Source: an optimization exercise on an open RTL-to-GDS flow (aim: small area, a short achievable clock period and few clock cycles per item). Production flows keep margins and buffers that such runs may drop. No functional check of the RTL was part of any run shown here.

==> flow/design.v, too long to show whole: its modules and the start of the top module <==
// module mul_op: 1619 lines
// module mul_fa: 4 lines
// module mul_bsel: 3 lines
// module mul_xor: 3 lines
module mul_op #(parameter INPUTS = 2,
		parameter OUTPUTS = 1,
		parameter DATA_IN_SIZE = 32,
		parameter DATA_OUT_SIZE = 32)
		(
		input clk,
		input rst,
		input [INPUTS * (DATA_IN_SIZE)- 1 : 0]data_in_bus,
		input [INPUTS - 1 : 0]valid_in_bus,
		output [INPUTS - 1 : 0] ready_in_bus,
		output [OUTPUTS * (DATA_OUT_SIZE) - 1 : 0]data_out_bus,
		output [OUTPUTS - 1 : 0]valid_out_bus,
		input 	[OUTPUTS - 1 : 0] ready_out_bus
);
  // ...
==> flow/run.sh <==
#!/bin/bash
# synth_recipe.tcl (not shown) runs the flow's synth.tcl, then flattens the netlist and writes it again
# the make line also repeats each setting of config.mk as NAME=value (left out here)
make -C /OpenROAD-flow-scripts/flow DESIGN_CONFIG=/design/flow/config.mk WORK_HOME=/design/flow/orfs CLKGATE_MAP_FILE= SYNTH_SCRIPT=/design/flow/synth_recipe.tcl finish
==> flow/config.mk <==
export PLATFORM = sky130hd
export DESIGN_NAME = mul_op
export DESIGN_NICKNAME = mul_op
export VERILOG_FILES = /design/flow/design.v
export SDC_FILE = /design/flow/constraint.sdc
export NUM_CORES = 4
export LEC_CHECK = 0
export CAP_MARGIN = 20
export CORE_MARGIN = 2
export CORE_UTILIZATION = 40
export SETUP_SLACK_MARGIN = 5
export SLEW_MARGIN = 20
export SYNTH_HIERARCHICAL = 1
==> flow/constraint.sdc <==
create_clock -name core_clock -period 8.0 [get_ports {clk}]
set_input_delay 1.6000 -clock core_clock [delete_from_list [all_inputs] [get_ports {clk}]]
set_output_delay 1.6000 -clock core_clock [all_outputs]
set_load 0.01 [all_outputs]
==> results.json, run 1 <==
{
  "start_util_pct": 40.2,
  "setup-violations-final": 0,
  "worstPathArrival_ns": 4.07,
  "cts_tree": "done",
  "inverters": 15,
  "path_cells": "fa_2 -> fa_1 -> fa_2 -> ha_4 -> nand4_1 -> nor2_1 -> nand3_1 -> o221ai_4 -> o21ai_4 -> o311ai_2 -> xnor2_1",
  "wl_met3_um": 4030,
  "crit_cells": 11,
  "taps": 696,
  "endpoint": "p_reg[29]",
  "synth_top_family_by_area": "adder cells",
  "path_delay_family": "adder cells",
  "placed_cell_area_mm2": 0.0244,
  "status": "timing/DRC/antenna clean",
  "antenna_found_initial": 0,
  "cts_resized": 292,
  "ctsHoldBuffers": 0,
  "yosysMostFrequentCell": "xnor2_1",
  "r2r_end": "p_reg[29]",
  "io_pins": 104,
  "postSynthCellCount": 1446,
  "viasPerCell": 5.59,
  "dr.pass1.iters": 7,
  "top_register": "rc3",
  "multi_input_area_share_pct": 49.6
}
==> inputs of run 2 (changes only) <==
--- a/flow/design.v
+++ b/flow/design.v
@@ -618,17 +618,16 @@
   wire n256;
   wire n257;
   wire n258;
   wire n259;
   wire n260;
   wire n261;
   wire n262;
   wire n263;
-  reg [166:0] rc3;
   wire n264;
   wire n265;
   wire n266;
   wire n267;
   wire n268;
   wire n269;
   wire n270;
   wire n271;
@@ -719,16 +718,17 @@
   wire n356;
   wire n357;
   wire n358;
   wire n359;
   wire n360;
   wire n361;
   wire n362;
   wire n363;
+  reg [118:0] rc4;
   wire n364;
   wire n365;
   wire n366;
   wire n367;
   wire n368;
   wire n369;
   wire n370;
   wire n371;
@@ -1318,307 +1318,259 @@
   mul_fa fa120 (.a(n130), .b(n29), .c(n125), .s(n254), .co(n255));
   mul_fa fa121 (.a(n127), .b(n132), .c(n134), .s(n256), .co(n257));
   mul_xor xr16 (.a(n129), .b(n131), .y(n258));
   mul_xor xr17 (.a(n28), .b(n30), .y(n259));
   mul_xor xr18 (.a(n141), .b(n142), .y(n260));
   mul_xor xr19 (.a(n143), .b(n258), .y(n261));
   mul_xor xr20 (.a(n259), .b(n260), .y(n262));
   mul_xor xr21 (.a(n133), .b(n261), .y(n263));
-  assign n264 = rc3[15] ^ rc3[16];
-  assign n265 = rc3[15] & rc3[16];
-  assign n266 = rc3[20] ^ rc3[21];
-  assign n267 = rc3[20] & rc3[21];
-  mul_fa fa124 (.a(rc3[24]), .b(rc3[25]), .c(rc3[26]), .s(n268), .co(n269));
-  assign n270 = rc3[27] ^ rc3[28];
-  assign n271 = rc3[27] & rc3[28];
-  mul_fa fa126 (.a(rc3[30]), .b(rc3[31]), .c(rc3[32]), .s(n272), .co(n273));
-  assign n274 = rc3[33] ^ rc3[34];
-  assign n275 = rc3[33] & rc3[34];
-  mul_fa fa128 (.a(rc3[35]), .b(rc3[36]), .c(rc3[37]), .s(n276), .co(n277));
-  mul_fa fa129 (.a(rc3[38]), .b(rc3[39]), .c(rc3[40]), .s(n278), .co(n279));
-  mul_fa fa130 (.a(rc3[41]), .b(rc3[42]), .c(rc3[43]), .s(n280), .co(n281));
-  mul_fa fa131 (.a(rc3[44]), .b(rc3[45]), .c(rc3[46]), .s(n282), .co(n283));
-  mul_fa fa132 (.a(rc3[47]), .b(rc3[48]), .c(rc3[49]), .s(n284), .co(n285));
-  mul_fa fa133 (.a(rc3[50]), .b(rc3[51]), .c(rc3[52]), .s(n286), .co(n287));
-  mul_fa fa134 (.a(rc3[53]), .b(rc3[54]), .c(rc3[55]), .s(n288), .co(n289));
-  mul_fa fa135 (.a(rc3[56]), .b(rc3[57]), .c(rc3[58]), .s(n290), .co(n291));
-  mul_fa fa136 (.a(rc3[59]), .b(rc3[60]), .c(rc3[61]), .s(n292), .co(n293));
-  mul_fa fa137 (.a(rc3[62]), .b(rc3[63]), .c(rc3[64]), .s(n294), .co(n295));
-  mul_fa fa138 (.a(rc3[65]), .b(rc3[66]), .c(rc3[67]), .s(n296), .co(n297));
-  mul_fa fa139 (.a(rc3[68]), .b(rc3[69]), .c(rc3[70]), .s(n298), .co(n299));
-  mul_fa fa140 (.a(rc3[71]), .b(rc3[72]), .c(rc3[73]), .s(n300), .co(n301));
-  mul_fa fa141 (.a(rc3[74]), .b(rc3[75]), .c(rc3[76]), .s(n302), .co(n303));
-  mul_fa fa142 (.a(rc3[77]), .b(rc3[78]), .c(rc3[79]), .s(n304), .co(n305));
-  mul_fa fa143 (.a(rc3[80]), .b(rc3[81]), .c(rc3[82]), .s(n306), .co(n307));
-  mul_fa fa144 (.a(rc3[83]), .b(rc3[84]), .c(rc3[85]), .s(n308), .co(n309));
-  mul_fa fa145 (.a(rc3[86]), .b(rc3[87]), .c(rc3[88]), .s(n310), .co(n311));
-  mul_fa fa146 (.a(rc3[89]), .b(rc3[90]), .c(rc3[91]), .s(n312), .co(n313));
-  mul_fa fa147 (.a(rc3[92]), .b(rc3[93]), .c(rc3[94]), .s(n314), .co(n315));
-  mul_fa fa148 (.a(rc3[100]), .b(rc3[95]), .c(rc3[96]), .s(n316), .co(n317));
-  mul_fa fa149 (.a(rc3[97]), .b(rc3[98]), .c(rc3[99]), .s(n318), .co(n319));
-  mul_fa fa150 (.a(rc3[101]), .b(rc3[102]), .c(rc3[103]), .s(n320), .co(n321));
-  mul_fa fa151 (.a(rc3[104]), .b(rc3[105]), .c(rc3[106]), .s(n322), .co(n323));
-  mul_fa fa152 (.a(rc3[107]), .b(rc3[108]), .c(rc3[109]), .s(n324), .co(n325));
-  mul_fa fa153 (.a(rc3[110]), .b(rc3[111]), .c(rc3[112]), .s(n326), .co(n327));
-  mul_fa fa154 (.a(rc3[113]), .b(rc3[114]), .c(rc3[115]), .s(n328), .co(n329));
-  mul_fa fa155 (.a(rc3[116]), .b(rc3[117]), .c(rc3[118]), .s(n330), .co(n331));
-  mul_fa fa156 (.a(rc3[119]), .b(rc3[120]), .c(rc3[121]), .s(n332), .co(n333));
-  mul_fa fa157 (.a(rc3[122]), .b(rc3[123]), .c(rc3[124]), .s(n334), .co(n335));
-  mul_fa fa158 (.a(rc3[125]), .b(rc3[126]), .c(rc3[127]), .s(n336), .co(n337));
-  mul_fa fa159 (.a(rc3[128]), .b(rc3[129]), .c(rc3[130]), .s(n338), .co(n339));
-  mul_fa fa160 (.a(rc3[131]), .b(rc3[132]), .c(rc3[133]), .s(n340), .co(n341));
-  mul_fa fa161 (.a(rc3[134]), .b(rc3[135]), .c(rc3[136]), .s(n342), .co(n343));
-  mul_fa fa162 (.a(rc3[137]), .b(rc3[138]), .c(rc3[139]), .s(n344), .co(n345));
-  mul_fa fa163 (.a(rc3[140]), .b(rc3[141]), .c(rc3[142]), .s(n346), .co(n347));
-  mul_fa fa164 (.a(rc3[143]), .b(rc3[144]), .c(rc3[145]), .s(n348), .co(n349));
-  mul_fa fa165 (.a(rc3[146]), .b(rc3[147]), .c(rc3[148]), .s(n350), .co(n351));
-  mul_fa fa166 (.a(rc3[149]), .b(rc3[150]), .c(rc3[151]), .s(n352), .co(n353));
-  mul_fa fa167 (.a(rc3[152]), .b(rc3[153]), .c(rc3[154]), .s(n354), .co(n355));
-  mul_fa fa168 (.a(rc3[155]), .b(rc3[156]), .c(rc3[157]), .s(n356), .co(n357));
-  mul_fa fa169 (.a(rc3[158]), .b(rc3[159]), .c(rc3[160]), .s(n358), .co(n359));
-  mul_xor xr22 (.a(rc3[161]), .b(rc3[162]), .y(n360));
-  mul_xor xr23 (.a(rc3[163]), .b(rc3[164]), .y(n361));
-  mul_xor xr24 (.a(rc3[165]), .b(rc3[166]), .y(n362));
-  mul_xor xr25 (.a(n360), .b(n361), .y(n363));
-  assign n364 = rc3[10] ^ rc3[11];
-  assign n365 = rc3[10] & rc3[11];
-  assign n366 = rc3[12] ^ rc3[13];
-  assign n367 = rc3[12] & rc3[13];
-  mul_fa fa172 (.a(rc3[17]), .b(rc3[18]), .c(rc3[19]), .s(n368), .co(n369));
-  mul_fa fa173 (.a(rc3[22]), .b(rc3[23]), .c(n265), .s(n370), .co(n371));
-  mul_fa fa174 (.a(rc3[29]), .b(n267), .c(n270), .s(n372), .co(n373));
-  mul_fa fa175 (.a(n271), .b(n274), .c(n269), .s(n374), .co(n375));
-  mul_fa fa176 (.a(n275), .b(n273), .c(n276), .s(n376), .co(n377));
-  mul_fa fa177 (.a(n277), .b(n279), .c(n280), .s(n378), .co(n379));
-  mul_fa fa178 (.a(n281), .b(n283), .c(n284), .s(n380), .co(n381));
-  mul_fa fa179 (.a(n285), .b(n287), .c(n288), .s(n382), .co(n383));
-  mul_fa fa180 (.a(n289), .b(n291), .c(n292), .s(n384), .co(n385));
-  mul_fa fa181 (.a(n293), .b(n295), .c(n296), .s(n386), .co(n387));
-  mul_fa fa182 (.a(n297), .b(n299), .c(n300), .s(n388), .co(n389));
-  mul_fa fa183 (.a(n301), .b(n303), .c(n304), .s(n390), .co(n391));
-  mul_fa fa184 (.a(n305), .b(n307), .c(n308), .s(n392), .co(n393));
-  mul_fa fa185 (.a(n309), .b(n311), .c(n312), .s(n394), .co(n395));
-  mul_fa fa186 (.a(n313), .b(n315), .c(n316), .s(n396), .co(n397));
-  mul_fa fa187 (.a(n317), .b(n319), .c(n320), .s(n398), .co(n399));
-  mul_fa fa188 (.a(n321), .b(n323), .c(n324), .s(n400), .co(n401));
-  mul_fa fa189 (.a(n325), .b(n327), .c(n328), .s(n402), .co(n403));
-  mul_fa fa190 (.a(n329), .b(n331), .c(n332), .s(n404), .co(n405));
-  mul_fa fa191 (.a(n333), .b(n335), .c(n336), .s(n406), .co(n407));
-  mul_fa fa192 (.a(n337), .b(n339), .c(n340), .s(n408), .co(n409));
-  mul_fa fa193 (.a(n341), .b(n343), .c(n344), .s(n410), .co(n411));
-  mul_fa fa194 (.a(n345), .b(n347), .c(n348), .s(n412), .co(n413));
-  mul_fa fa195 (.a(n349), .b(n351), .c(n352), .s(n414), .co(n415));
-  mul_fa fa196 (.a(n353), .b(n355), .c(n356), .s(n416), .co(n417));
-  mul_xor xr26 (.a(n362), .b(n357), .y(n418));
-  mul_xor xr27 (.a(n359), .b(n363), .y(n419));
-  assign n420 = rc3[3] ^ rc3[4];
-  assign n421 = rc3[3] & rc3[4];
-  assign n422 = rc3[6] ^ rc3[7];
-  assign n423 = rc3[6] & rc3[7];
-  mul_fa fa199 (.a(rc3[8]), .b(rc3[9]), .c(n364), .s(n424), .co(n425));
-  mul_fa fa200 (.a(rc3[14]), .b(n365), .c(n366), .s(n426), .co(n427));
-  mul_fa fa201 (.a(n367), .b(n264), .c(n368), .s(n428), .co(n429));
-  mul_fa fa202 (.a(n266), .b(n369), .c(n370), .s(n430), .co(n431));
-  mul_fa fa203 (.a(n268), .b(n371), .c(n372), .s(n432), .co(n433));
-  mul_fa fa204 (.a(n272), .b(n373), .c(n374), .s(n434), .co(n435));
-  mul_fa fa205 (.a(n278), .b(n375), .c(n376), .s(n436), .co(n437));
-  mul_fa fa206 (.a(n282), .b(n377), .c(n378), .s(n438), .co(n439));
-  mul_fa fa207 (.a(n286), .b(n379), .c(n380), .s(n440), .co(n441));
-  mul_fa fa208 (.a(n290), .b(n381), .c(n382), .s(n442), .co(n443));
-  mul_fa fa209 (.a(n294), .b(n383), .c(n384), .s(n444), .co(n445));
-  mul_fa fa210 (.a(n298), .b(n385), .c(n386), .s(n446), .co(n447));
-  mul_fa fa211 (.a(n302), .b(n387), .c(n388), .s(n448), .co(n449));
-  mul_fa fa212 (.a(n306), .b(n389), .c(n390), .s(n450), .co(n451));
-  mul_fa fa213 (.a(n310), .b(n391), .c(n392), .s(n452), .co(n453));
-  mul_fa fa214 (.a(n314), .b(n393), .c(n394), .s(n454), .co(n455));
-  mul_fa fa215 (.a(n318), .b(n395), .c(n396), .s(n456), .co(n457));
-  mul_fa fa216 (.a(n322), .b(n397), .c(n398), .s(n458), .co(n459));
-  mul_fa fa217 (.a(n326), .b(n399), .c(n400), .s(n460), .co(n461));
-  mul_fa fa218 (.a(n330), .b(n401), .c(n402), .s(n462), .co(n463));
-  mul_fa fa219 (.a(n334), .b(n403), .c(n404), .s(n464), .co(n465));
-  mul_fa fa220 (.a(n338), .b(n405), .c(n406), .s(n466), .co(n467));
-  mul_fa fa221 (.a(n342), .b(n407), .c(n408), .s(n468), .co(n469));
-  mul_fa fa222 (.a(n346), .b(n409), .c(n410), .s(n470), .co(n471));
-  mul_fa fa223 (.a(n350), .b(n411), .c(n412), .s(n472), .co(n473));
-  mul_fa fa224 (.a(n354), .b(n413), .c(n414), .s(n474), .co(n475));
-  mul_fa fa225 (.a(n358), .b(n415), .c(n416), .s(n476), .co(n477));
+  assign n264 = neg3 ^ pp0_6;
+  assign n265 = neg3 & pp0_6;
+  assign n266 = pp0_7 ^ pp1_5;
+  assign n267 = pp0_7 & pp1_5;
+  mul_fa fa124 (.a(neg4), .b(pp0_8), .c(pp1_6), .s(n268), .co(n269));
+  assign n270 = pp2_4 ^ pp3_2;
+  assign n271 = pp2_4 & pp3_2;
+  mul_fa fa126 (.a(pp0_9), .b(pp1_7), .c(pp2_5), .s(n272), .co(n273));
+  assign n274 = pp3_3 ^ pp4_1;
+  assign n275 = pp3_3 & pp4_1;
+  mul_fa fa128 (.a(pp1_8), .b(pp2_6), .c(pp3_4), .s(n276), .co(n277));
+  mul_fa fa129 (.a(pp4_2), .b(pp5_0), .c(n144), .s(n278), .co(n279));
+  mul_fa fa130 (.a(pp2_7), .b(pp3_5), .c(pp4_3), .s(n280), .co(n281));
+  mul_fa fa131 (.a(pp5_1), .b(n145), .c(n146), .s(n282), .co(n283));
+  mul_fa fa132 (.a(pp4_4), .b(pp5_2), .c(pp6_0), .s(n284), .co(n285));
+  mul_fa fa133 (.a(n147), .b(n150), .c(n148), .s(n286), .co(n287));
+  mul_fa fa134 (.a(pp5_3), .b(pp6_1), .c(n151), .s(n288), .co(n289));
+  mul_fa fa135 (.a(n154), .b(n149), .c(n152), .s(n290), .co(n291));
+  mul_fa fa136 (.a(pp7_0), .b(n155), .c(n160), .s(n292), .co(n293));
+  mul_fa fa137 (.a(n153), .b(n156), .c(n158), .s(n294), .co(n295));
+  mul_fa fa138 (.a(n161), .b(n166), .c(n157), .s(n296), .co(n297));
+  mul_fa fa139 (.a(n159), .b(n162), .c(n164), .s(n298), .co(n299));
+  mul_fa fa140 (.a(n167), .b(n163), .c(n165), .s(n300), .co(n301));
+  mul_fa fa141 (.a(n168), .b(n170), .c(n172), .s(n302), .co(n303));
+  mul_fa fa142 (.a(n169), .b(n171), .c(n174), .s(n304), .co(n305));
+  mul_fa fa143 (.a(n176), .b(n173), .c(n178), .s(n306), .co(n307));
+  mul_fa fa144 (.a(n175), .b(n177), .c(n180), .s(n308), .co(n309));
+  mul_fa fa145 (.a(n182), .b(n179), .c(n184), .s(n310), .co(n311));
+  mul_fa fa146 (.a(n181), .b(n183), .c(n186), .s(n312), .co(n313));
+  mul_fa fa147 (.a(n188), .b(n185), .c(n190), .s(n314), .co(n315));
+  mul_fa fa148 (.a(n187), .b(n192), .c(n189), .s(n316), .co(n317));
+  mul_fa fa149 (.a(n194), .b(n191), .c(n196), .s(n318), .co(n319));
+  mul_fa fa150 (.a(n193), .b(n198), .c(n195), .s(n320), .co(n321));
+  mul_fa fa151 (.a(n197), .b(n200), .c(n202), .s(n322), .co(n323));
+  mul_fa fa152 (.a(n199), .b(n204), .c(n201), .s(n324), .co(n325));
+  mul_fa fa153 (.a(n203), .b(n206), .c(n208), .s(n326), .co(n327));
+  mul_fa fa154 (.a(n205), .b(n207), .c(n210), .s(n328), .co(n329));
+  mul_fa fa155 (.a(n209), .b(n212), .c(n214), .s(n330), .co(n331));
+  mul_fa fa156 (.a(n211), .b(n213), .c(n215), .s(n332), .co(n333));
+  mul_fa fa157 (.a(n216), .b(n218), .c(n220), .s(n334), .co(n335));
+  mul_fa fa158 (.a(n217), .b(n219), .c(n221), .s(n336), .co(n337));
+  mul_fa fa159 (.a(n222), .b(n224), .c(n226), .s(n338), .co(n339));
+  mul_fa fa160 (.a(n223), .b(n225), .c(n228), .s(n340), .co(n341));
+  mul_fa fa161 (.a(n230), .b(n227), .c(n232), .s(n342), .co(n343));
+  mul_fa fa162 (.a(n229), .b(n231), .c(n234), .s(n344), .co(n345));
+  mul_fa fa163 (.a(n236), .b(n233), .c(n238), .s(n346), .co(n347));
+  mul_fa fa164 (.a(n235), .b(n237), .c(n240), .s(n348), .co(n349));
+  mul_fa fa165 (.a(n242), .b(n239), .c(n244), .s(n350), .co(n351));
+  mul_fa fa166 (.a(n241), .b(n243), .c(n246), .s(n352), .co(n353));
+  mul_fa fa167 (.a(n248), .b(n245), .c(n250), .s(n354), .co(n355));
+  mul_fa fa168 (.a(n247), .b(n249), .c(n252), .s(n356), .co(n357));
+  mul_fa fa169 (.a(n254), .b(n251), .c(n256), .s(n358), .co(n359));
+  mul_xor xr22 (.a(n135), .b(n253), .y(n360));
+  mul_xor xr23 (.a(n262), .b(n263), .y(n361));
+  mul_xor xr24 (.a(n255), .b(n360), .y(n362));
+  mul_xor xr25 (.a(n361), .b(n362), .y(n363));
+  assign n364 = rc4[10] ^ rc4[11];
+  assign n365 = rc4[10] & rc4[11];
+  assign n366 = rc4[12] ^ rc4[13];
+  assign n367 = rc4[12] & rc4[13];
+  mul_fa fa172 (.a(rc4[15]), .b(rc4[16]), .c(rc4[17]), .s(n368), .co(n369));
+  mul_fa fa173 (.a(rc4[19]), .b(rc4[20]), .c(rc4[21]), .s(n370), .co(n371));
+  mul_fa fa174 (.a(rc4[23]), .b(rc4[24]), .c(rc4[25]), .s(n372), .co(n373));
+  mul_fa fa175 (.a(rc4[27]), .b(rc4[28]), .c(rc4[29]), .s(n374), .co(n375));
+  mul_fa fa176 (.a(rc4[31]), .b(rc4[32]), .c(rc4[33]), .s(n376), .co(n377));
+  mul_fa fa177 (.a(rc4[35]), .b(rc4[36]), .c(rc4[37]), .s(n378), .co(n379));
+  mul_fa fa178 (.a(rc4[39]), .b(rc4[40]), .c(rc4[41]), .s(n380), .co(n381));
+  mul_fa fa179 (.a(rc4[43]), .b(rc4[44]), .c(rc4[45]), .s(n382), .co(n383));
+  mul_fa fa180 (.a(rc4[47]), .b(rc4[48]), .c(rc4[49]), .s(n384), .co(n385));
+  mul_fa fa181 (.a(rc4[51]), .b(rc4[52]), .c(rc4[53]), .s(n386), .co(n387));
+  mul_fa fa182 (.a(rc4[55]), .b(rc4[56]), .c(rc4[57]), .s(n388), .co(n389));
+  mul_fa fa183 (.a(rc4[59]), .b(rc4[60]), .c(rc4[61]), .s(n390), .co(n391));
+  mul_fa fa184 (.a(rc4[63]), .b(rc4[64]), .c(rc4[65]), .s(n392), .co(n393));
+  mul_fa fa185 (.a(rc4[67]), .b(rc4[68]), .c(rc4[69]), .s(n394), .co(n395));
+  mul_fa fa186 (.a(rc4[71]), .b(rc4[72]), .c(rc4[73]), .s(n396), .co(n397));
+  mul_fa fa187 (.a(rc4[75]), .b(rc4[76]), .c(rc4[77]), .s(n398), .co(n399));
+  mul_fa fa188 (.a(rc4[79]), .b(rc4[80]), .c(rc4[81]), .s(n400), .co(n401));
+  mul_fa fa189 (.a(rc4[83]), .b(rc4[84]), .c(rc4[85]), .s(n402), .co(n403));
+  mul_fa fa190 (.a(rc4[87]), .b(rc4[88]), .c(rc4[89]), .s(n404), .co(n405));
+  mul_fa fa191 (.a(rc4[91]), .b(rc4[92]), .c(rc4[93]), .s(n406), .co(n407));
+  mul_fa fa192 (.a(rc4[95]), .b(rc4[96]), .c(rc4[97]), .s(n408), .co(n409));
+  mul_fa fa193 (.a(rc4[100]), .b(rc4[101]), .c(rc4[102]), .s(n410), .co(n411));
+  mul_fa fa194 (.a(rc4[103]), .b(rc4[104]), .c(rc4[105]), .s(n412), .co(n413));
+  mul_fa fa195 (.a(rc4[107]), .b(rc4[108]), .c(rc4[109]), .s(n414), .co(n415));
+  mul_fa fa196 (.a(rc4[111]), .b(rc4[112]), .c(rc4[113]), .s(n416), .co(n417));
+  mul_xor xr26 (.a(rc4[115]), .b(rc4[116]), .y(n418));
+  mul_xor xr27 (.a(rc4[117]), .b(rc4[118]), .y(n419));
+  assign n420 = rc4[3] ^ rc4[4];
+  assign n421 = rc4[3] & rc4[4];
+  assign n422 = rc4[6] ^ rc4[7];
+  assign n423 = rc4[6] & rc4[7];
+  mul_fa fa199 (.a(rc4[8]), .b(rc4[9]), .c(n364), .s(n424), .co(n425));
+  mul_fa fa200 (.a(rc4[14]), .b(n365), .c(n366), .s(n426), .co(n427));
+  mul_fa fa201 (.a(rc4[18]), .b(n367), .c(n368), .s(n428), .co(n429));
+  mul_fa fa202 (.a(rc4[22]), .b(n369), .c(n370), .s(n430), .co(n431));
+  mul_fa fa203 (.a(rc4[26]), .b(n371), .c(n372), .s(n432), .co(n433));
+  mul_fa fa204 (.a(rc4[30]), .b(n373), .c(n374), .s(n434), .co(n435));
+  mul_fa fa205 (.a(rc4[34]), .b(n375), .c(n376), .s(n436), .co(n437));
+  mul_fa fa206 (.a(rc4[38]), .b(n377), .c(n378), .s(n438), .co(n439));
+  mul_fa fa207 (.a(rc4[42]), .b(n379), .c(n380), .s(n440), .co(n441));
+  mul_fa fa208 (.a(rc4[46]), .b(n381), .c(n382), .s(n442), .co(n443));
+  mul_fa fa209 (.a(rc4[50]), .b(n383), .c(n384), .s(n444), .co(n445));
+  mul_fa fa210 (.a(rc4[54]), .b(n385), .c(n386), .s(n446), .co(n447));
+  mul_fa fa211 (.a(rc4[58]), .b(n387), .c(n388), .s(n448), .co(n449));
+  mul_fa fa212 (.a(rc4[62]), .b(n389), .c(n390), .s(n450), .co(n451));
+  mul_fa fa213 (.a(rc4[66]), .b(n391), .c(n392), .s(n452), .co(n453));
+  mul_fa fa214 (.a(rc4[70]), .b(n393), .c(n394), .s(n454), .co(n455));
+  mul_fa fa215 (.a(rc4[74]), .b(n395), .c(n396), .s(n456), .co(n457));
+  mul_fa fa216 (.a(rc4[78]), .b(n397), .c(n398), .s(n458), .co(n459));
+  mul_fa fa217 (.a(rc4[82]), .b(n399), .c(n400), .s(n460), .co(n461));
+  mul_fa fa218 (.a(rc4[86]), .b(n401), .c(n402), .s(n462), .co(n463));
+  mul_fa fa219 (.a(rc4[90]), .b(n403), .c(n404), .s(n464), .co(n465));
+  mul_fa fa220 (.a(rc4[94]), .b(n405), .c(n406), .s(n466), .co(n467));
+  mul_fa fa221 (.a(rc4[98]), .b(n407), .c(n408), .s(n468), .co(n469));
+  mul_fa fa222 (.a(rc4[99]), .b(n409), .c(n410), .s(n470), .co(n471));
+  mul_fa fa223 (.a(rc4[106]), .b(n411), .c(n412), .s(n472), .co(n473));
+  mul_fa fa224 (.a(rc4[110]), .b(n413), .c(n414), .s(n474), .co(n475));
+  mul_fa fa225 (.a(rc4[114]), .b(n415), .c(n416), .s(n476), .co(n477));
   mul_xor xr28 (.a(n418), .b(n419), .y(n478));
-  mul_xor xr29 (.a(n478), .b(n417), .y(n479));
-  wire [31:0] x0 = {n479, n476, n474, n472, n470, n468, n466, n464, n462, n460, n458, n456, n454, n452, n450, n448, n446, n444, n442, n440, n438, n436, n434, n432, n430, n428, n426, n424, n422, rc3[5], rc3[2], rc3[0]};
-  wire [31:0] x1 = {n477, n475, n473, n471, n469, n467, n465, n463, n461, n459, n457, n455, n453, n451, n449, n447, n445, n443, n441, n439, n437, n435, n433, n431, n429, n427, n425, n423, n421, n420, 1'b0, rc3[1]};
+  mul_xor xr29 (.a(n417), .b(n478), .y(n479));
+  wire [31:0] x0 = {n479, n476, n474, n472, n470, n468, n466, n464, n462, n460, n458, n456, n454, n452, n450, n448, n446, n444, n442, n440, n438, n436, n434, n432, n430, n428, n426, n424, n422, rc4[5], rc4[2], rc4[0]};
+  wire [31:0] x1 = {n477, n475, n473, n471, n469, n467, n465, n463, n461, n459, n457, n455, n453, n451, n449, n447, n445, n443, n441, n439, n437, n435, n433, n431, n429, n427, n425, n423, n421, n420, 1'b0, rc4[1]};
   wire [31:0] prod = x0 + x1;
   always @(posedge clk) if (ce) begin
-    rc3[0] <= neg0;
-    rc3[1] <= pp0_0;
-    rc3[2] <= pp0_1;
-    rc3[3] <= neg1;
-    rc3[4] <= pp0_2;
-    rc3[5] <= pp1_0;
-    rc3[6] <= pp0_3;
-    rc3[7] <= pp1_1;
-    rc3[8] <= neg2;
-    rc3[9] <= pp0_4;
-    rc3[10] <= pp1_2;
-    rc3[11] <= pp2_0;
-    rc3[12] <= pp0_5;
-    rc3[13] <= pp1_3;
-    rc3[14] <= pp2_1;
-    rc3[15] <= neg3;
-    rc3[16] <= pp0_6;
-    rc3[17] <= pp1_4;
-    rc3[18] <= pp2_2;
-    rc3[19] <= pp3_0;
-    rc3[20] <= pp0_7;
-    rc3[21] <= pp1_5;
-    rc3[22] <= pp2_3;
-    rc3[23] <= pp3_1;
-    rc3[24] <= neg4;
-    rc3[25] <= pp0_8;
-    rc3[26] <= pp1_6;
-    rc3[27] <= pp2_4;
-    rc3[28] <= pp3_2;
-    rc3[29] <= pp4_0;
-    rc3[30] <= pp0_9;
-    rc3[31] <= pp1_7;
-    rc3[32] <= pp2_5;
-    rc3[33] <= pp3_3;
-    rc3[34] <= pp4_1;
-    rc3[35] <= pp1_8;
-    rc3[36] <= pp2_6;
-    rc3[37] <= pp3_4;
-    rc3[38] <= pp4_2;
-    rc3[39] <= pp5_0;
-    rc3[40] <= n144;
-    rc3[41] <= pp2_7;
-    rc3[42] <= pp3_5;
-    rc3[43] <= pp4_3;
-    rc3[44] <= pp5_1;
-    rc3[45] <= n146;
-    rc3[46] <= n145;
-    rc3[47] <= pp4_4;
-    rc3[48] <= pp5_2;
-    rc3[49] <= pp6_0;
-    rc3[50] <= n148;
-    rc3[51] <= n150;
-    rc3[52] <= n147;
-    rc3[53] <= pp5_3;
-    rc3[54] <= pp6_1;
-    rc3[55] <= n152;
-    rc3[56] <= n154;
-    rc3[57] <= n149;
-    rc3[58] <= n151;
-    rc3[59] <= pp7_0;
-    rc3[60] <= n156;
-    rc3[61] <= n158;
-    rc3[62] <= n160;
-    rc3[63] <= n153;
-    rc3[64] <= n155;
-    rc3[65] <= n162;
-    rc3[66] <= n164;
-    rc3[67] <= n166;
-    rc3[68] <= n157;
-    rc3[69] <= n159;
-    rc3[70] <= n161;
-    rc3[71] <= n168;
-    rc3[72] <= n170;
-    rc3[73] <= n172;
-    rc3[74] <= n163;
-    rc3[75] <= n165;
-    rc3[76] <= n167;
-    rc3[77] <= n174;
-    rc3[78] <= n176;
-    rc3[79] <= n178;
-    rc3[80] <= n169;
-    rc3[81] <= n171;
-    rc3[82] <= n173;
-    rc3[83] <= n180;
-    rc3[84] <= n182;
-    rc3[85] <= n184;
-    rc3[86] <= n175;
-    rc3[87] <= n177;
-    rc3[88] <= n179;
-    rc3[89] <= n186;
-    rc3[90] <= n188;
-    rc3[91] <= n190;
-    rc3[92] <= n181;
-    rc3[93] <= n183;
-    rc3[94] <= n185;
-    rc3[95] <= n192;
-    rc3[96] <= n194;
-    rc3[97] <= n196;
-    rc3[98] <= n187;
-    rc3[99] <= n189;
-    rc3[100] <= n191;
-    rc3[101] <= n198;
-    rc3[102] <= n200;
-    rc3[103] <= n202;
-    rc3[104] <= n193;
-    rc3[105] <= n195;
-    rc3[106] <= n197;
-    rc3[107] <= n204;
-    rc3[108] <= n206;
-    rc3[109] <= n208;
-    rc3[110] <= n199;
-    rc3[111] <= n201;
-    rc3[112] <= n203;
-    rc3[113] <= n210;
-    rc3[114] <= n212;
-    rc3[115] <= n214;
-    rc3[116] <= n205;
-    rc3[117] <= n207;
-    rc3[118] <= n209;
-    rc3[119] <= n216;
-    rc3[120] <= n218;
-    rc3[121] <= n220;
-    rc3[122] <= n211;
-    rc3[123] <= n213;
-    rc3[124] <= n215;
-    rc3[125] <= n222;
-    rc3[126] <= n224;
-    rc3[127] <= n226;
-    rc3[128] <= n217;
-    rc3[129] <= n219;
-    rc3[130] <= n221;
-    rc3[131] <= n228;
-    rc3[132] <= n230;
-    rc3[133] <= n232;
-    rc3[134] <= n223;
-    rc3[135] <= n225;
-    rc3[136] <= n227;
-    rc3[137] <= n234;
-    rc3[138] <= n236;
-    rc3[139] <= n238;
-    rc3[140] <= n229;
-    rc3[141] <= n231;
-    rc3[142] <= n233;
-    rc3[143] <= n240;
-    rc3[144] <= n242;
-    rc3[145] <= n244;
-    rc3[146] <= n235;
-    rc3[147] <= n237;
-    rc3[148] <= n239;
-    rc3[149] <= n246;
-    rc3[150] <= n248;
-    rc3[151] <= n250;
-    rc3[152] <= n241;
-    rc3[153] <= n243;
-    rc3[154] <= n245;
-    rc3[155] <= n252;
-    rc3[156] <= n254;
-    rc3[157] <= n256;
-    rc3[158] <= n247;
-    rc3[159] <= n249;
-    rc3[160] <= n251;
-    rc3[161] <= n135;
-    rc3[162] <= n262;
-    rc3[163] <= n263;
-    rc3[164] <= n253;
-    rc3[165] <= n255;
-    rc3[166] <= n257;
+    rc4[0] <= neg0;
+    rc4[1] <= pp0_0;
+    rc4[2] <= pp0_1;
+    rc4[3] <= neg1;
+    rc4[4] <= pp0_2;
+    rc4[5] <= pp1_0;
+    rc4[6] <= pp0_3;
+    rc4[7] <= pp1_1;
+    rc4[8] <= neg2;
+    rc4[9] <= pp0_4;
+    rc4[10] <= pp1_2;
+    rc4[11] <= pp2_0;
+    rc4[12] <= pp0_5;
+    rc4[13] <= pp1_3;
+    rc4[14] <= pp2_1;
+    rc4[15] <= pp1_4;
+    rc4[16] <= pp2_2;
+    rc4[17] <= pp3_0;
+    rc4[18] <= n264;
+    rc4[19] <= pp2_3;
+    rc4[20] <= pp3_1;
+    rc4[21] <= n266;
+    rc4[22] <= n265;
+    rc4[23] <= pp4_0;
+    rc4[24] <= n268;
+    rc4[25] <= n270;
+    rc4[26] <= n267;
+    rc4[27] <= n272;
+    rc4[28] <= n274;
+    rc4[29] <= n269;
+    rc4[30] <= n271;
+    rc4[31] <= n276;
+    rc4[32] <= n278;
+    rc4[33] <= n273;
+    rc4[34] <= n275;
+    rc4[35] <= n280;
+    rc4[36] <= n282;
+    rc4[37] <= n277;
+    rc4[38] <= n279;
+    rc4[39] <= n284;
+    rc4[40] <= n286;
+    rc4[41] <= n281;
+    rc4[42] <= n283;
+    rc4[43] <= n288;
+    rc4[44] <= n290;
+    rc4[45] <= n285;
+    rc4[46] <= n287;
+    rc4[47] <= n292;
+    rc4[48] <= n294;
+    rc4[49] <= n289;
+    rc4[50] <= n291;
+    rc4[51] <= n296;
+    rc4[52] <= n298;
+    rc4[53] <= n293;
+    rc4[54] <= n295;
+    rc4[55] <= n300;
+    rc4[56] <= n302;
+    rc4[57] <= n297;
+    rc4[58] <= n299;
+    rc4[59] <= n304;
+    rc4[60] <= n306;
+    rc4[61] <= n301;
+    rc4[62] <= n303;
+    rc4[63] <= n308;
+    rc4[64] <= n310;
+    rc4[65] <= n305;
+    rc4[66] <= n307;
+    rc4[67] <= n312;
+    rc4[68] <= n314;
+    rc4[69] <= n309;
+    rc4[70] <= n311;
+    rc4[71] <= n316;
+    rc4[72] <= n318;
+    rc4[73] <= n313;
+    rc4[74] <= n315;
+    rc4[75] <= n320;
+    rc4[76] <= n322;
+    rc4[77] <= n317;
+    rc4[78] <= n319;
+    rc4[79] <= n324;
+    rc4[80] <= n326;
+    rc4[81] <= n321;
+    rc4[82] <= n323;
+    rc4[83] <= n328;
+    rc4[84] <= n330;
+    rc4[85] <= n325;
+    rc4[86] <= n327;
+    rc4[87] <= n332;
+    rc4[88] <= n334;
+    rc4[89] <= n329;
+    rc4[90] <= n331;
+    rc4[91] <= n336;
+    rc4[92] <= n338;
+    rc4[93] <= n333;
+    rc4[94] <= n335;
+    rc4[95] <= n340;
+    rc4[96] <= n342;
+    rc4[97] <= n337;
+    rc4[98] <= n339;
+    rc4[99] <= n344;
+    rc4[100] <= n346;
+    rc4[101] <= n341;
+    rc4[102] <= n343;
+    rc4[103] <= n348;
+    rc4[104] <= n350;
+    rc4[105] <= n345;
+    rc4[106] <= n347;
+    rc4[107] <= n352;
+    rc4[108] <= n354;
+    rc4[109] <= n349;
+    rc4[110] <= n351;
+    rc4[111] <= n356;
+    rc4[112] <= n358;
+    rc4[113] <= n353;
+    rc4[114] <= n355;
+    rc4[115] <= n257;
+    rc4[116] <= n363;
+    rc4[117] <= n357;
+    rc4[118] <= n359;
   end
   always @(posedge clk) if (ce) p_reg <= prod;
 endmodule
 module mul_fa (input a, input b, input c, output s, output co);
   assign s = a ^ b ^ c;
   assign co = (a & b) | (a & c) | (b & c);
 endmodule
 module mul_bsel (input one, input two, input neg, input a, input am, output p);
==> run 2 against run 1 <==
Net effect: register-to-register slack better by 0.18 ns; worst hold slack better by 0.0047 ns; critical endpoint is now p_reg[27]; fmax increased by 5.1%; flip-flop and latch count decreased by 48.
==> results.json, run 2 <==
{
  "h-tree-depth": 1,
  "tightest_slew_ns": 0.898,
  "fin_skew_ns": 0.0291,
  "antennaDiodeCount": 0,
  "die_h_um": 228,
  "slowest_stage": "fa_1",
  "synth.area.top_cells": "edfxtp_1 32%, fa_1 20%, a22oi_2 17%",
  "worstPathArrival_ns": 3.90,
  "rows": 82,
  "critPathKind": "reg -> reg",
  "wirelength_um": 61600,
  "grt_pass1_wl_um": 93400,
  "viasPerCell": 5.47,
  "hold_viol": 0,
  "top_register": "rc4",
  "layout-drive-gt1-share_pct": 48.8,
  "cts_root_buf": "clkbuf_16",
  "setup-violations-final": 0,
  "drv_slew": 0,
  "drc_errors": 0,
  "finalSetupTns_ns": 0,
  "postSynthAreaPerCell_um2": 14.4,
  "dr.pass1.iters": 5,
  "status": "timing/DRC/antenna clean",
  "drv_cap": 0,
  "ys.warnings.count": 7,
  "gp_congestion": 0.841,
  "fmax_mhz": 278,
  "multi_input_area_mm2": 0.0143,
  "final_area_mm2": 0.0277,
  "clk_pin_slew_ns": 0.06,
  "syn_area_mm2": 0.0201,
  "ys_types": 57,
  "fp.coreArea_mm2": 0.0499,
  "path_common_cell": "fa_1",
  "cts.path.max_buffers": 3,
  "drtIter0Drc": 873,
  "ys_ff_latch": 252,
  "place_hpwl_um": 37800,
  "min_period_over_period_pct": 44.9,
  "yosysSeqAreaShare_pct": 36.0,
  "routedWlPerCell_um": 24.7,
  "yosysMostFrequentCell": "xnor2_1",
  "clk_latency_ns": 0.58,
  "largest_reg_flops": 119,
  "post-place-ws_ns": 3.46,
  "die_w_um": 228,
  "cts_sinks": 252,
  "seqCellArea_mm2": 0.00723,
  "fin_nets": 2121,
  "relSlewSlack_pct": 40.1,
  "die_area_mm2": 0.0520,
  "cts_tree": "done",
  "ant_nets": 0,
  "synthArstFlopShare_pct": 1.98,
  "synth_top_area_share_pct": 32.1,
  "cts_made_buffers": 29,
  "grt_usage_pct": 23.7,
  "path_cells": "fa_1 -> fa_1 -> ha_4 -> and3_4 -> a221o_1 -> a221oi_4 -> nor2_4 -> a21oi_4 -> o31ai_1 -> xor2_1",
  "io_buffers": 103,
  "synth_common_cells": "293 x xnor2_1, 272 x a22oi_2, 215 x edfxtp_1",
  "hold_class": "reg -> reg",
  "grt_pass1_vias": 14400,
  "io_pins": 104,
  "crit_fanout": 5,
  "synth_edf_count": 215,
  "nFillCells": 4058,
  "gr-total-overflow": 0,
  "worstSetupStartpointType": "flop",
  "ys.flop_type": "edfxtp_1",
  "synth_top_area_cell": "edfxtp_1",
  "ctsHoldBuffers": 0,
  "antenna_found_initial": 0,
  "worstSetupEndpointType": "flop",
  "final_common_cell": "a22oi_2",
  "worstPathRequired_ns": 8.30,
  "setup_ws_ns": 4.41,
  "vias": 13600,
  "placed_cell_area_mm2": 0.0228,
  "syn_to_final_growth_pct": 38.2,
  "period_needed_ns": 3.59,
  "postSynthCellCount": 1398,
  "critPathMaxStageDelay_ns": 0.58,
  "start_util_pct": 40.3,
  "rsz0062_at_grt": "yes",
  "layout_common_cells": "272 x a22oi_2, 241 x xnor2_1, 215 x edfxtp_1",
  "grt_start_max_net_pins": 72
}
## run 2: kinds of logic (layout without fill, tap and decap cells)
logic type               Yosys count  count (layout)  share of synthesized area (%)
other                              1              16                         0.0187
adder cells (fa/ha/maj)          256             256                           23.3
XOR/XNOR                         346             348                           15.1
AO/OA/AOI/OAI                    388             390                           20.7
multiplexers                      33              33                           1.85
flip-flops                       252             252                           36.0
buffers and inverters             28             430                          0.561
AND/OR/NAND/NOR                   94              94                           2.57
## run 2: stage by stage
step / std cells / util [%] / hold slack [ns]
after global placement: 2220 / 45.7 / 0.457
final: 2491 / 55.6 / 0.482
after floorplan: 1413 / - / 0.448
after detailed placement: 2221 / 45.8 / 0.461
after global routing: 2491 / 55.6 / 0.500
after CTS: 2450 / 54.4 / 0.476
## run 2: Yosys stat by module, one instance, submodules excluded
module | cells inside | flip-flops and latches | area (um^2)
mul_fa | 1 | 0 | 20.0
mul_op | 629 | 252 | 10100
mul_bsel | 2 | 0 | 21.3
mul_xor | 1 | 0 | 8.76
## run 2: critical path: cells and delay by family, from the launching register on
kind	cells	cell delay, ns
AO/OA/AOI/OAI	4	1.12
XOR/XNOR	1	0.15
flip-flops	1	0.47
AND/OR/NAND/NOR	2	0.26
adder cells (fa/ha/maj)	3	1.30
## run 2: metal layers
layer / GRT usage (%) / wire, um / part of all wire [%]
met4: 6.05 / 1590 / 2.6
met1: 32.7 / 27000 / 44
met2: 39.7 / 30100 / 49
met5: 0 / 0 / 0
met3: 3.09 / 2960 / 4.8
## run 2: cell type report
| class | instances | area share (%) |
|---|---|---|
| flip-flops and latches | 252 | 26.0 |
| clock inverters | 22 | 0.830 |
| clock buffers | 32 | 2.66 |
| inverters | 15 | 0.216 |
| multi-input cells | 1137 | 51.5 |
| repair buffers | 361 | 15.7 |
| well taps | 672 | 3.03 |
## run 2: final timing paths
check / startpoint / endpoint / slack (ns) / depth (start not counted)
max in group asynchronous: rst / sv / 6.57 / 2
worst max register to register: rc4[27] / p_reg[27] / 4.41 / 10
worst min register to register: s_reg[15] / s_reg[15] / 0.48 / 1
min in group asynchronous: rst / v[1] / 1.24 / 2
worst max-delay path: rc4[27] / p_reg[27] / 4.41 / 10
worst min-delay path: s_reg[15] / s_reg[15] / 0.48 / 1
## run 2: timing repair
action | in CTS | in global routing
gates cloned | 29 | 0
pin swaps | 126 | 71
endpoints found under the setup margin | 195 | 112
resized for setup | 428 | 66
setup buffers | 146 | 41

-- re-timing with driven ports --
Ports are ideal in the flow. The routed layouts listed here were re-timed in OpenROAD. Step 1 (the two cells are an assumption about what drives the block):
set clk [get_ports {clk}]
set_driving_cell -lib_cell sky130_fd_sc_hd__clkbuf_16 $clk
set_driving_cell -lib_cell sky130_fd_sc_hd__buf_2 [delete_from_list [all_inputs] $clk]
Step 2 also shifts input and output timing later by t, the mid clock arrival at the registers, as if the neighbouring blocks saw the same clock. a / b / c = ideal ports / drivers / drivers and shift; a / b = the first two.
run	t, ns	setup slack, ns	worst hold slack (ns)
run 1	0.613	4.224 / 4.224 / 4.224	0.477 / 0.477 / 0.477
run 2	0.626	4.406 / 4.406 / 4.406	0.482 / 0.482 / 0.482
After both steps setup and hold are still met in every run listed.
